What follows belongs to an exercise in optimizing a design on an open flow for small area, a short achievable clock period and few clock cycles; a production flow would make more cautious choices. At most, simulation tests tie the RTL to the original design; equivalence was not proved. Power is estimated from default activity; no workload was simulated.

==> flow/design.v (excerpt) <==
module CacheController(
    rst,
    clk,
    wr,
    rd,
    data_rd,
    data_wr,
    addr_req,
    addr_resp,
    rdy,
    busy,
    wr_mem,
    rd_mem,
    busy_mem,
    data_rd_mem,
    data_wr_mem,
    addr_mem,
    cache_miss_count,
    cache_hit_count
    );
Size: ~1400 cells after synthesis, roughly 620 flip-flops, ~0.022 mm² of cells after synthesis.
==> flow/config.mk <==
export PLATFORM = sky130hd
export DESIGN_NAME = CacheController
export DESIGN_NICKNAME = CacheController
export VERILOG_FILES = /design/flow/design.v
export SDC_FILE = /design/flow/constraint.sdc
export NUM_CORES = 4
export LEC_CHECK = 0
export CAP_MARGIN = 20
export CORE_MARGIN = 2
export CORE_UTILIZATION = 70
export CTS_BUF_LIST = sky130_fd_sc_hd__clkbuf_16
export CTS_CLUSTER_DIAMETER = 100
export CTS_CLUSTER_SIZE = 25
export SETUP_SLACK_MARGIN = 3.3
export SLEW_MARGIN = 20
==> flow/constraint.sdc <==
create_clock -name core_clock -period 6.5 [get_ports {clk}]
set_input_delay 1.3000 -clock core_clock [delete_from_list [all_inputs] [get_ports {clk}]]
set_output_delay 1.3000 -clock core_clock [all_outputs]
set_load 0.01 [all_outputs]
standard.sh (not shown) runs the stock make flow with config.mk's settings and CLKGATE_MAP_FILE= SYNTH_SCRIPT=/design/flow/synth_recipe.tcl, a recipe that flattens the netlist after the stock synthesis.
==> flow/flow/run.sh <==
#!/bin/bash
# The standard layout (the standard.sh, unchanged synthesis and steps),
# with the port buffers that global placement inserts made of the smallest
# buffer cell instead of the one buffer_ports picks by itself; the resizer
# still upsizes any that timing or slew needs.
set -euo pipefail
export BUFFER_PORTS_ARGS="-buffer_cell sky130_fd_sc_hd__buf_1"
bash standard.sh > standard_flow.log 2>&1
Testbench counts at the start, summed over its fixed seeds: cycles 12,016.
Next try:
- SETUP_SLACK_MARGIN: 3.3 -> 3.7
The changed run finished with timing, DRC and antenna clean.
Non-clock buffer count is higher by 42.
Synthesized cell count is unchanged.
Fmax is higher by 6.8%.
Cell area is higher by 4.9%.
Next try:
- CTS_BUF_LIST: sky130_fd_sc_hd__clkbuf_16 -> sky130_fd_sc_hd__clkbuf_4
- CTS_CLUSTER_DIAMETER: 100 -> 50
- CTS_CLUSTER_SIZE: 25 -> 10
- SETUP_SLACK_MARGIN: 3.7 -> 3.6
Outcome: Worst hold slack barely changes; power increases by 1.7%; wire length decreases by 4.4%; flip-flop and latch count does not change; critical path depth stays the same.
Next try:
- CORE_UTILIZATION: 70 -> 75
- CTS_BUF_LIST: sky130_fd_sc_hd__clkbuf_4 -> sky130_fd_sc_hd__clkbuf_8
- CTS_CLUSTER_DIAMETER: 50 -> 60
- CTS_CLUSTER_SIZE: 10 -> 14
=> The changed run finished with timing, DRC and antenna clean; synthesized cell count does not change; clock power falls by a few percent; total power falls slightly; hold slack stays flat; setup slack degrades by 0.049 ns; die area falls by a few percent; global-route usage rises by 3.9 points.
Next try:
- CORE_UTILIZATION: 75 -> 70
- CTS_BUF_LIST: sky130_fd_sc_hd__clkbuf_8 -> sky130_fd_sc_hd__clkbuf_16
- CTS_CLUSTER_DIAMETER: 60 -> 100
- CTS_CLUSTER_SIZE: 14 -> 25
The changed run completed with no timing, DRC or antenna violations; total power drops by about 0.9%; clock skew drops by 0.023 ns; setup slack improved by 0.045 ns; critical path depth stays the same.
Next try:
- CTS_CLUSTER_DIAMETER: 100 -> 70
- CTS_CLUSTER_SIZE: 25 -> 30
After rerunning: Total power is higher by 5.5%; via count is higher by 1.3%; clock power is higher by 19%; first-iteration DRC count is higher by 6.1%; core utilization is higher by 0.98 points; die area is unchanged; worst setup slack gets worse by 0.023 ns.

The RTL this note starts from:
==> flow/design.v <==
`timescale 1ns / 1ps
module CacheController(
    rst,
    clk,
    wr,
    rd,
    data_rd,
    data_wr,
    addr_req,
    addr_resp,
    rdy,
    busy,
    wr_mem,
    rd_mem,
    busy_mem,
    data_rd_mem,
    data_wr_mem,
    addr_mem,
    cache_miss_count,
    cache_hit_count
    );
    input  rst; 
    input  clk; 
    input  wr;
    input  rd;
    output [31:0] data_rd;
    reg    [31:0] data_rd;
    input  [31:0] data_wr;
    input  [31:0] addr_req;
    output [31:0] addr_resp;
    reg    [31:0] addr_resp;
    output rdy;
    reg    rdy;
    output busy;
    output  wr_mem;
    output  rd_mem;
    input   busy_mem;
    input  [31:0] data_rd_mem;
    output [31:0] data_wr_mem;
    output [31:0] addr_mem;
    output [31:0] cache_miss_count;
    reg    [31:0] cache_miss_count;
    output [31:0] cache_hit_count;
    reg    [31:0] cache_hit_count;
    reg [15:0]  cache_valid;
    reg [23:0]  cache_tag [15:0];
    wire [23:0] addr_tag   = addr_req[31:8];
    wire [3:0]  addr_index = addr_req[7:4];
    assign busy        = busy_mem;
    assign rd_mem      = rd & ~rst;
    assign wr_mem      = wr & ~rst;
    assign addr_mem    = addr_req;
    assign data_wr_mem = data_wr;
    wire accept = (rd | wr) & ~busy_mem;
    wire hit    = cache_valid[addr_index] && (cache_tag[addr_index] == addr_tag);
    reg         v1;
    reg         hit1;
    reg  [31:0] a1;
    reg  [31:0] d1;
    always @(posedge clk) begin
        hit1      <= hit;
        a1        <= addr_req;
        d1        <= data_rd_mem;
        addr_resp <= a1;
        data_rd   <= d1;
    end
    genvar i;
    generate
        for (i = 0; i < 16; i = i + 1) begin : line
            always @(posedge clk)
                if (accept && addr_index == i)
                    cache_tag[i] <= addr_tag;
        end
    endgenerate
    always @(posedge clk or posedge rst) begin
        if (rst) begin
            v1               <= 1'b0;
            rdy              <= 1'b0;
            cache_valid      <= 16'h0000;
            cache_hit_count  <= 32'h0;
            cache_miss_count <= 32'h0;
        end else begin
            v1  <= accept;
            rdy <= v1;
            if (accept)
                cache_valid[addr_index] <= 1'b1;
            if (v1) begin
                if (hit1)
                    cache_hit_count  <= cache_hit_count + 1'b1;
                else
                    cache_miss_count <= cache_miss_count + 1'b1;
            end
        end
    end
endmodule
export LEC_CHECK = 0
export ABC_CLOCK_PERIOD_IN_PS = 2500
export CAP_MARGIN = 20
export CORE_MARGIN = 2
export CORE_UTILIZATION = 85
export CTS_BUF_LIST = sky130_fd_sc_hd__clkbuf_8
export CTS_CLUSTER_DIAMETER = 60
export CTS_CLUSTER_SIZE = 14
export SETUP_SLACK_MARGIN = 3.6
export SLEW_MARGIN = 20
create_clock -name core_clock -period 6.5 [get_ports {clk}]
Scripts as last shown in full above: flow/flow/run.sh
The starting point died in clock tree synthesis (4_1_cts), error DPL-0033.
Next try:
CORE_UTILIZATION = 75   (was 85)
Effect: The changed run went through all stages and came out clean; synthesized cell count does not change; synthesized area does not change.
No run of this note included a check of the RTL's function; only the layout flow was run.

## afterwards: timing with drivers on the ports
The flow's constraints put no driver on any port. The routed layouts listed below were extracted and timed again, unchanged, in two steps. Step 1 (the two cells are an assumption about what drives the block):
set clk [get_ports {clk}]
set_driving_cell -lib_cell sky130_fd_sc_hd__clkbuf_16 $clk
set_driving_cell -lib_cell sky130_fd_sc_hd__buf_2 [delete_from_list [all_inputs] $clk]
Step 2 also shifts input and output timing later by t, the mid clock arrival at the registers, as if the neighbouring blocks saw the same clock. a / b / c = ideal ports / drivers / drivers and shift; a / b = the first two.
run | shift t [ns] | setup WS [ns] | hold WS [ns] | latest minus earliest clock arrival (ns)
the first run of note 1 | 0.639 | 3.314 / 3.241 / 2.745 | 0.330 / 0.330 / 0.330 | 0.023 / 0.023
the second run of note 1 | 0.633 | 3.517 / 3.387 / 2.980 | 0.326 / 0.326 / 0.326 | 0.026 / 0.026
the third run of note 1 | 0.764 | 3.541 / 3.420 / 2.759 | 0.324 / 0.324 / 0.324 | 0.079 / 0.079
the fourth run of note 1 | 0.656 | 3.492 / 3.317 / 2.775 | 0.323 / 0.323 / 0.323 | 0.036 / 0.036
the fifth run of note 1 | 0.632 | 3.536 / 3.392 / 2.778 | 0.323 / 0.323 / 0.323 | 0.020 / 0.020
the sixth run of note 1 | 0.653 | 3.513 / 3.373 / 2.785 | 0.328 / 0.328 / 0.328 | 0.032 / 0.033
the second run of note 2 | 0.663 | 2.916 / 2.850 / 2.187 | 0.328 / 0.328 / 0.328 | 0.045 / 0.044
After both steps setup and hold are still met in every run listed. The setup slack of the third run of note 1, which loses most, moves by -0.121 ns with the drivers and by -0.782 ns with both steps.
